From an optimization exercise on the open Yosys and OpenROAD flow, aimed at small area; shortcuts taken in it are not production practice.
Function was checked by simulation only, so behaviour that the tests miss may differ from the original.
The clock port is modelled as an ideal driver, which makes a skipped or thinned clock tree look cheaper than it is; a real chip needs a root buffer or a tree.
No activity file was given, so power comes from the tool's default toggle rates.

==> inputs of job 4278 <==
## wall_following_robot_top
module wall_following_robot_top (
    input  wire        clk_50M,
    input  wire        rst_n,
    input  wire        echo_left,
    input  wire        echo_front,
    input  wire        echo_right,
    output wire        trig_left,
    output wire        trig_front,
    output wire        trig_right,
    output wire        left_pwm,
    output wire        left_in1,
    output wire        left_in2,
    output wire        right_pwm,
    output wire        right_in1,
    output wire        right_in2,
    output wire [2:0]  state_leds
);
==> module t1b_trigger, before the edit <==
module t1b_trigger (
    input  wire clk_50M,
    input  wire reset,
    input  wire echo_rx,
    output wire trig,
    output wire trig_end
);
    localparam [19:0] TINV = 20'haaaaa;
    reg  [19:0] ts;
    wire [19:0] t = ts ^ TINV;
    reg         a, b, x;
    wire fb   = ~(t[19] ^ t[16]);
    wire d51  = (t & 20'h24c00) == (20'he07ff & 20'h24c00);
    wire d551 = (t & 20'h10272) == (20'h43220 & 20'h10272);
    wire dx   = (t & 20'hff6ff) == (20'h9a531 & 20'hff6ff);
    wire wexit = ~a & b & x;
    assign trig     = a & ~b;
    assign trig_end = a & ~b & d551;
    always @(posedge clk_50M) begin
        if (reset == 0) begin
            ts <= TINV;
            a <= 1'b0;
            b <= 1'b0;
            x <= 1'b0;
        end else begin
            ts <= (wexit ? 20'h80000 : {t[18:0], fb}) ^ TINV;
            x <= (x | dx) & ~wexit;
            a <= a ? (~b | echo_rx) : (~b & d51);
            b <= b ? (a | ~x) : (a & d551);
        end
    end
endmodule
==> module t1b_echo_left, before the edit <==
module t1b_echo_left (
    input  wire       clk_50M,
    input  wire       reset,
    input  wire       echo_rx,
    input  wire       trig_end,
    output reg  [1:0] cls
);
    localparam [16:0] EINV   = 17'h0aaaa;
    localparam [16:0] ESTART = 17'h14b89;
    reg  [16:0] es;
    wire [16:0] e = es ^ EINV;
    reg  [1:0]  r;
    wire en    = echo_rx & reset;
    wire ones  = &e[15:0];
    wire fb    = ~(e[16] ^ e[13]) ^ ones;
    wire d588  = ones & e[16];
    wire d4705 = (e & 17'h0fb43) == (17'h1545b & 17'h0fb43);
    wire d9411 = (e & 17'h00faf) == (17'h0cfaa & 17'h00faf);
    always @(posedge clk_50M) begin
        es <= (en ? {e[15:0], fb} : ESTART) ^ EINV;
        r[1] <= en & (~r[0] | (r[1] ? ~d588 : d4705));
        r[0] <= en & (r[1] ? (r[0] | d9411) : ~(r[0] & d4705));
        if (reset == 0)
            cls <= 2'b00;
        else if (!echo_rx && r != 2'b00)
            cls <= r;
        else if (!echo_rx && trig_end)
            cls <= 2'b00;
    end
endmodule
==> module t1b_echo_front, before the edit <==
module t1b_echo_front (
    input  wire clk_50M,
    input  wire reset,
    input  wire echo_rx,
    input  wire trig_end,
    output reg  near
);
    localparam [16:0] EINV   = 17'h0aaaa;
    localparam [16:0] ESTART = 17'h14b89;
    reg  [16:0] es;
    wire [16:0] e = es ^ EINV;
    reg         r;
    reg         echo_rx_dly;
    wire en    = echo_rx & reset;
    wire ones  = &e[15:0];
    wire fb    = ~(e[16] ^ e[13]) ^ ones;
    wire d588  = ones & e[16];
    wire d6176 = (e & 17'h106ff) == (17'h0e914 & 17'h106ff);
    always @(posedge clk_50M) begin
        es          <= (en ? {e[15:0], fb} : ESTART) ^ EINV;
        echo_rx_dly <= en;
        r           <= en & (r ? ~d6176 : d588);
        if (reset == 0)
            near <= 1'b0;
        else if (!echo_rx && echo_rx_dly)
            near <= r;
        else if (!echo_rx && trig_end)
            near <= 1'b0;
    end
endmodule
==> flow/config.mk <==
export PLATFORM = sky130hd
export DESIGN_NAME = wall_following_robot_top
export DESIGN_NICKNAME = wall_following_robot_top
export VERILOG_FILES = /design/flow/design.v
export SDC_FILE = /design/flow/constraint.sdc
export NUM_CORES = 4
export LEC_CHECK = 0
export CAP_MARGIN = 20
export CORE_MARGIN = 2
export CORE_UTILIZATION = 40
export SLEW_MARGIN = 20
==> flow/constraint.sdc <==
create_clock -name core_clock -period 20.0 [get_ports {clk_50M}]
set_input_delay 4.0000 -clock core_clock [delete_from_list [all_inputs] [get_ports {clk_50M}]]
set_output_delay 4.0000 -clock core_clock [all_outputs]
set_load 0.01 [all_outputs]
standard.sh (not shown) runs the stock make flow with config.mk's settings and CLKGATE_MAP_FILE= SYNTH_SCRIPT=/design/flow/synth_recipe.tcl, a recipe that flattens the netlist after the stock synthesis.
==> flow/flow/run.sh <==
#!/bin/bash
# Standard layout with smaller port buffers and a clock tree without dummy loads.
set -euo pipefail
export BUFFER_PORTS_ARGS="-buffer_cell sky130_fd_sc_hd__buf_1"
export CTS_ARGS="-sink_clustering_enable -repair_clock_nets -dont_use_dummy_load -buf_list sky130_fd_sc_hd__clkbuf_4"
export RECOVER_POWER=100
bash standard.sh > standard.log 2>&1
==> job 198 (differences from job 4278) <==
--- a/flow/design.v
+++ b/flow/design.v
@@ -47,8 +47,6 @@
     output wire trig_end
 );
-    localparam [19:0] TINV = 20'haaaaa;
-    reg  [19:0] ts;
-    wire [19:0] t = ts ^ TINV;
-    reg         a, b, x;
+    reg [19:0] t;
+    reg        a, b, x;
     wire fb   = ~(t[19] ^ t[16]);
     wire d51  = (t & 20'h24c00) == (20'he07ff & 20'h24c00);
@@ -60,13 +58,17 @@
     always @(posedge clk_50M) begin
         if (reset == 0) begin
-            ts <= TINV;
+            t <= 20'h00000;
             a <= 1'b0;
             b <= 1'b0;
             x <= 1'b0;
         end else begin
-            ts <= (wexit ? 20'h80000 : {t[18:0], fb}) ^ TINV;
+            t <= wexit ? 20'h80000 : {t[18:0], fb};
             x <= (x | dx) & ~wexit;
-            a <= a ? (~b | echo_rx) : (~b & d51);
-            b <= b ? (a | ~x) : (a & d551);
+            case ({a, b})
+                2'b00: if (d51)      a <= 1'b1;
+                2'b10: if (d551)     b <= 1'b1;
+                2'b11: if (!echo_rx) a <= 1'b0;
+                2'b01: if (x)        b <= 1'b0;
+            endcase
         end
     end
@@ -79,22 +81,25 @@
     output reg  [1:0] cls
 );
-    localparam [16:0] EINV   = 17'h0aaaa;
-    localparam [16:0] ESTART = 17'h14b89;
-    reg  [16:0] es;
-    wire [16:0] e = es ^ EINV;
-    reg  [1:0]  r;
+    reg [16:0] e;
+    reg [1:0]  r;
+    reg        echo_rx_dly;
     wire en    = echo_rx & reset;
-    wire ones  = &e[15:0];
-    wire fb    = ~(e[16] ^ e[13]) ^ ones;
-    wire d588  = ones & e[16];
-    wire d4705 = (e & 17'h0fb43) == (17'h1545b & 17'h0fb43);
-    wire d9411 = (e & 17'h00faf) == (17'h0cfaa & 17'h00faf);
+    wire fb    = ~(e[16] ^ e[13]) ^ (&e[15:0]);
+    wire d588  = (e & 17'h17fff) == (17'h0c40c & 17'h17fff);
+    wire d4705 = (e & 17'h07f07) == (17'h172b1 & 17'h07f07);
+    wire d9411 = (e & 17'h0b3d6) == (17'h1acb6 & 17'h0b3d6);
     always @(posedge clk_50M) begin
-        es <= (en ? {e[15:0], fb} : ESTART) ^ EINV;
-        r[1] <= en & (~r[0] | (r[1] ? ~d588 : d4705));
-        r[0] <= en & (r[1] ? (r[0] | d9411) : ~(r[0] & d4705));
+        e           <= en ? {e[15:0], fb} : 17'd0;
+        echo_rx_dly <= en;
+        if (!en) r <= 2'b00;
+        else case (r)
+            2'b00: if (d588)  r <= 2'b01;
+            2'b01: if (d4705) r <= 2'b10;
+            2'b10: if (d9411) r <= 2'b00;
+            default: ;
+        endcase
         if (reset == 0)
             cls <= 2'b00;
-        else if (!echo_rx && r != 2'b00)
+        else if (!echo_rx && echo_rx_dly)
             cls <= r;
         else if (!echo_rx && trig_end)
@@ -109,19 +114,16 @@
     output reg  near
 );
-    localparam [16:0] EINV   = 17'h0aaaa;
-    localparam [16:0] ESTART = 17'h14b89;
-    reg  [16:0] es;
-    wire [16:0] e = es ^ EINV;
-    reg         r;
-    reg         echo_rx_dly;
+    reg [16:0] e;
+    reg        r;
+    reg        echo_rx_dly;
     wire en    = echo_rx & reset;
-    wire ones  = &e[15:0];
-    wire fb    = ~(e[16] ^ e[13]) ^ ones;
-    wire d588  = ones & e[16];
-    wire d6176 = (e & 17'h106ff) == (17'h0e914 & 17'h106ff);
+    wire fb    = ~(e[16] ^ e[13]) ^ (&e[15:0]);
+    wire d588  = (e & 17'h1ffff) == (17'h0c40c & 17'h1ffff);
+    wire d6176 = (e & 17'h06e9b) == (17'h12d18 & 17'h06e9b);
     always @(posedge clk_50M) begin
-        es          <= (en ? {e[15:0], fb} : ESTART) ^ EINV;
+        e           <= en ? {e[15:0], fb} : 17'd0;
         echo_rx_dly <= en;
-        r           <= en & (r ? ~d6176 : d588);
+        if (!en) r <= 1'b0;
+        else if (!r ? d588 : d6176) r <= ~r;
         if (reset == 0)
             near <= 1'b0;
==> flow/run.sh (new file) <==
#!/bin/bash
# synth_recipe.tcl (not shown) runs the flow's synth.tcl, then flattens the netlist and writes it again
# the make line also repeats each setting of config.mk as NAME=value (left out here)
make -C /OpenROAD-flow-scripts/flow DESIGN_CONFIG=/design/flow/config.mk WORK_HOME=/design/flow/orfs CLKGATE_MAP_FILE= SYNTH_SCRIPT=/design/flow/synth_recipe.tcl finish
removed: flow/flow/run.sh
removed: flow/standard.sh
==> job 2820 (differences from job 4278) <==
==> flow/flow/run.sh (replaced) <==
#!/bin/bash
# Standard layout, except: port buffers are buf_1, timing-slack power
# recovery is on, and after CTS the clock tree is replaced by four
# clkbuf_16 driven from the clock port (flow/post_cts.tcl).
set -euo pipefail
export BUFFER_PORTS_ARGS="-buffer_cell sky130_fd_sc_hd__buf_1"
export CTS_ARGS="-sink_clustering_enable -repair_clock_nets -dont_use_dummy_load -buf_list sky130_fd_sc_hd__clkbuf_4"
export POST_CTS_TCL="$(pwd)/flow/post_cts.tcl"
export RECOVER_POWER=100
bash standard.sh > standard.log 2>&1
==> flow/flow/post_cts.tcl (new file) <==
# Sourced by ORFS's cts.tcl after clock_tree_synthesis (POST_CTS_TCL).
# Replaces the CTS tree with NBUF clock buffers driven straight from the
# clock port, each driving one k-means cluster of flip-flops, then
# legalizes the new buffers.
set nbuf 4
set bufcell sky130_fd_sc_hd__clkbuf_16

set block [ord::get_db_block]
set clk [$block findNet clk_50M]

# put every clock pin of a register back on the port net
foreach inst [$block getInsts] {
  set it [$inst findITerm CLK]
  if {$it == "NULL" || $it == ""} { continue }
  if {![[$inst getMaster] isSequential]} { continue }
  set n [$it getNet]
  if {$n != "NULL" && $n != "" && [$n getName] ne "clk_50M"} {
    $it disconnect
    $it connect $clk
  }
}
# remove the buffers and nets CTS made
foreach inst [$block getInsts] {
  set name [$inst getName]
  if {[string match clkbuf_* $name] || [string match clkload* $name]} {
    puts "post_cts: removing $name ([[$inst getMaster] getName])"
    odb::dbInst_destroy $inst
  }
}
foreach net [$block getNets] {
  if {[string match clknet_* [$net getName]] && [llength [$net getITerms]] == 0} {
    odb::dbNet_destroy $net
  }
}

set sinks {}
foreach it [$clk getITerms] {
  set inst [$it getInst]
  set loc [$inst getLocation]
  set w [[$inst getMaster] getWidth]
  set h [[$inst getMaster] getHeight]
  lappend sinks [list $it [expr {[lindex $loc 0] + $w / 2}] [expr {[lindex $loc 1] + $h / 2}]]
}
set n [llength $sinks]
puts "post_cts: $n clock sinks"
set sorted [lsort -real -index 1 $sinks]
set cent {}
for {set k 0} {$k < $nbuf} {incr k} {
  set s [lindex $sorted [expr {int(($k + 0.5) * $n / $nbuf)}]]
  lappend cent [list [lindex $s 1] [lindex $s 2]]
}
for {set iter 0} {$iter < 100} {incr iter} {
  set assign {}
  foreach s $sinks {
    set best -1; set bd 1e30
    for {set k 0} {$k < $nbuf} {incr k} {
      set d [expr {abs([lindex $s 1] - [lindex $cent $k 0]) + abs([lindex $s 2] - [lindex $cent $k 1])}]
      if {$d < $bd} { set bd $d; set best $k }
    }
    lappend assign $best
  }
  set newc {}
  for {set k 0} {$k < $nbuf} {incr k} {
    set sx 0; set sy 0; set c 0
    foreach s $sinks a $assign {
      if {$a == $k} { set sx [expr {$sx + [lindex $s 1]}]; set sy [expr {$sy + [lindex $s 2]}]; incr c }
    }
    if {$c > 0} { lappend newc [list [expr {$sx / $c}] [expr {$sy / $c}]] } else { lappend newc [lindex $cent $k] }
  }
  set cent $newc
}
set master [[ord::get_db] findMaster $bufcell]
for {set k 0} {$k < $nbuf} {incr k} {
  set buf [odb::dbInst_create $block $master "clkbuf_manual_$k"]
  set net [odb::dbNet_create $block "clknet_manual_$k"]
  $net setSigType CLOCK
  [$buf findITerm A] connect $clk
  [$buf findITerm X] connect $net
  set cnt 0
  foreach s $sinks a $assign {
    if {$a == $k} {
      set it [lindex $s 0]
      $it disconnect
      $it connect $net
      incr cnt
    }
  }
  $buf setLocation [expr {int([lindex $cent $k 0])}] [expr {int([lindex $cent $k 1])}]
  $buf setPlacementStatus PLACED
  puts "post_cts: buffer $k at [lindex $cent $k] drives $cnt sinks"
}
detailed_placement
estimate_parasitics -placement
report_clock_skew
==> run notes <==
- In job 2820 the setup slack is worse than in job 4278, by 290 ps.
- Of job 198 and job 2820, job 198 has the higher flip-flop and latch count (gap 1).
- Final cell count: job 4278 is higher than job 2820 (2.5%).
- Between job 2820 and job 4278, the lower sequential share of layout area is in job 4278 (gap 0.40 points).
- In job 4278 the utilization is higher than in job 2820, by 0.30 points.
- The lowest fmax belongs to job 198, the highest to job 4278.
- Global-route usage: job 198 > job 4278 > job 2820.
- Between job 4278 and job 2820, the lower first-iteration DRC count is in job 4278 (gap about 13%, measured against job 2820).
- In combinational power, job 4278 and job 2820 hardly differ.
==> figures <==
| metric | job 4278 | job 198 | job 2820 |
|---|---|---|---|
| Status | timing/DRC/antenna clean | timing/DRC/antenna clean | timing/DRC/antenna clean |
| Die Outline Area | 0.0104 sq mm | 0.0120 sq mm | 0.0104 sq mm |
| Total power density per cell area | 89.3 mW/mm^2 | 110 mW/mm^2 | 86.5 mW/mm^2 |
| Maximum clock insertion buffer count | 2 | 2 | - |
| Internal reg-to-reg setup slack | 18560 ps | 18180 ps | 18590 ps |
| Routed met3 length | 231 um | 275 um | 181 um |
| Placed Cells | 507 | 550 | 507 |
| Layout net count | 403 | 451 | 390 |
| Final cycle utilization of the critical path | 0.277 | 0.295 | 0.292 |
| Clock network power share | 0.288 | 0.512 | 0.260 |
| Net Sw Frac | 0.216 | 0.215 | 0.189 |
| Number of standard cells after synthesis | 373 | 409 | 373 |
| Routed wl met2 | 2690 um | 3160 um | 2610 um |
| Count of clock buffers in the final design | 17 | 20 | - |
| Final design instance area without fill | 0.00414 sq mm | 0.00531 sq mm | 0.00411 sq mm |
| DRT Wirelength | 6170 um | 7290 um | 5940 um |
| Layout Skew | 39.9 ps | 8.42 ps | 24.7 ps |
| Floorplan row count | 35 | 38 | 35 |
| Switching pwr | 79.7 uW | 126 uW | 67.3 uW |
The clock cells of job 2820 come from the design's own scripts or RTL, not from TritonCTS.

==> port drivers added, routing unchanged <==
Ports are ideal in the flow. The routed layouts listed here were re-timed in OpenROAD. Step 1 (the two cells are an assumption about what drives the block):
set clk [get_ports {clk_50M}]
set_driving_cell -lib_cell sky130_fd_sc_hd__clkbuf_16 $clk
set_driving_cell -lib_cell sky130_fd_sc_hd__buf_2 [delete_from_list [all_inputs] $clk]
Step 2 adds t to the input delays and takes it off the output delays; t is the mean of the earliest and latest rising clock arrival at the registers after step 1. Input paths then give back, and output paths get back, about the clock's delay inside the block. Three values: ideal, step 1, step 2; two values: the first two.
| run | shift t [ns] | setup WS [ns] | hold WS [ns] | worst setup path after step 2 | latest minus earliest clock arrival (ns) |
|---|---|---|---|---|---|
| job 4278 | 0.500 | 14.453 / 14.460 / 13.960 | 0.358 / 0.358 / 0.358 | input to register | 0.040 / 0.040 |
| job 198 | 0.536 | 14.106 / 14.075 / 14.568 | 0.432 / 0.432 / 0.432 | input to register | 0.012 / 0.011 |
| job 2820 | 0.238 | 14.160 / 14.214 / 13.975 | 0.360 / 0.360 / 0.360 | input to register | 0.027 / 0.027 |
After both steps setup and hold are still met in every run listed. For job 4278, which loses most, drivers alone change the setup slack by +0.007 ns; drivers and shift together by -0.493 ns.
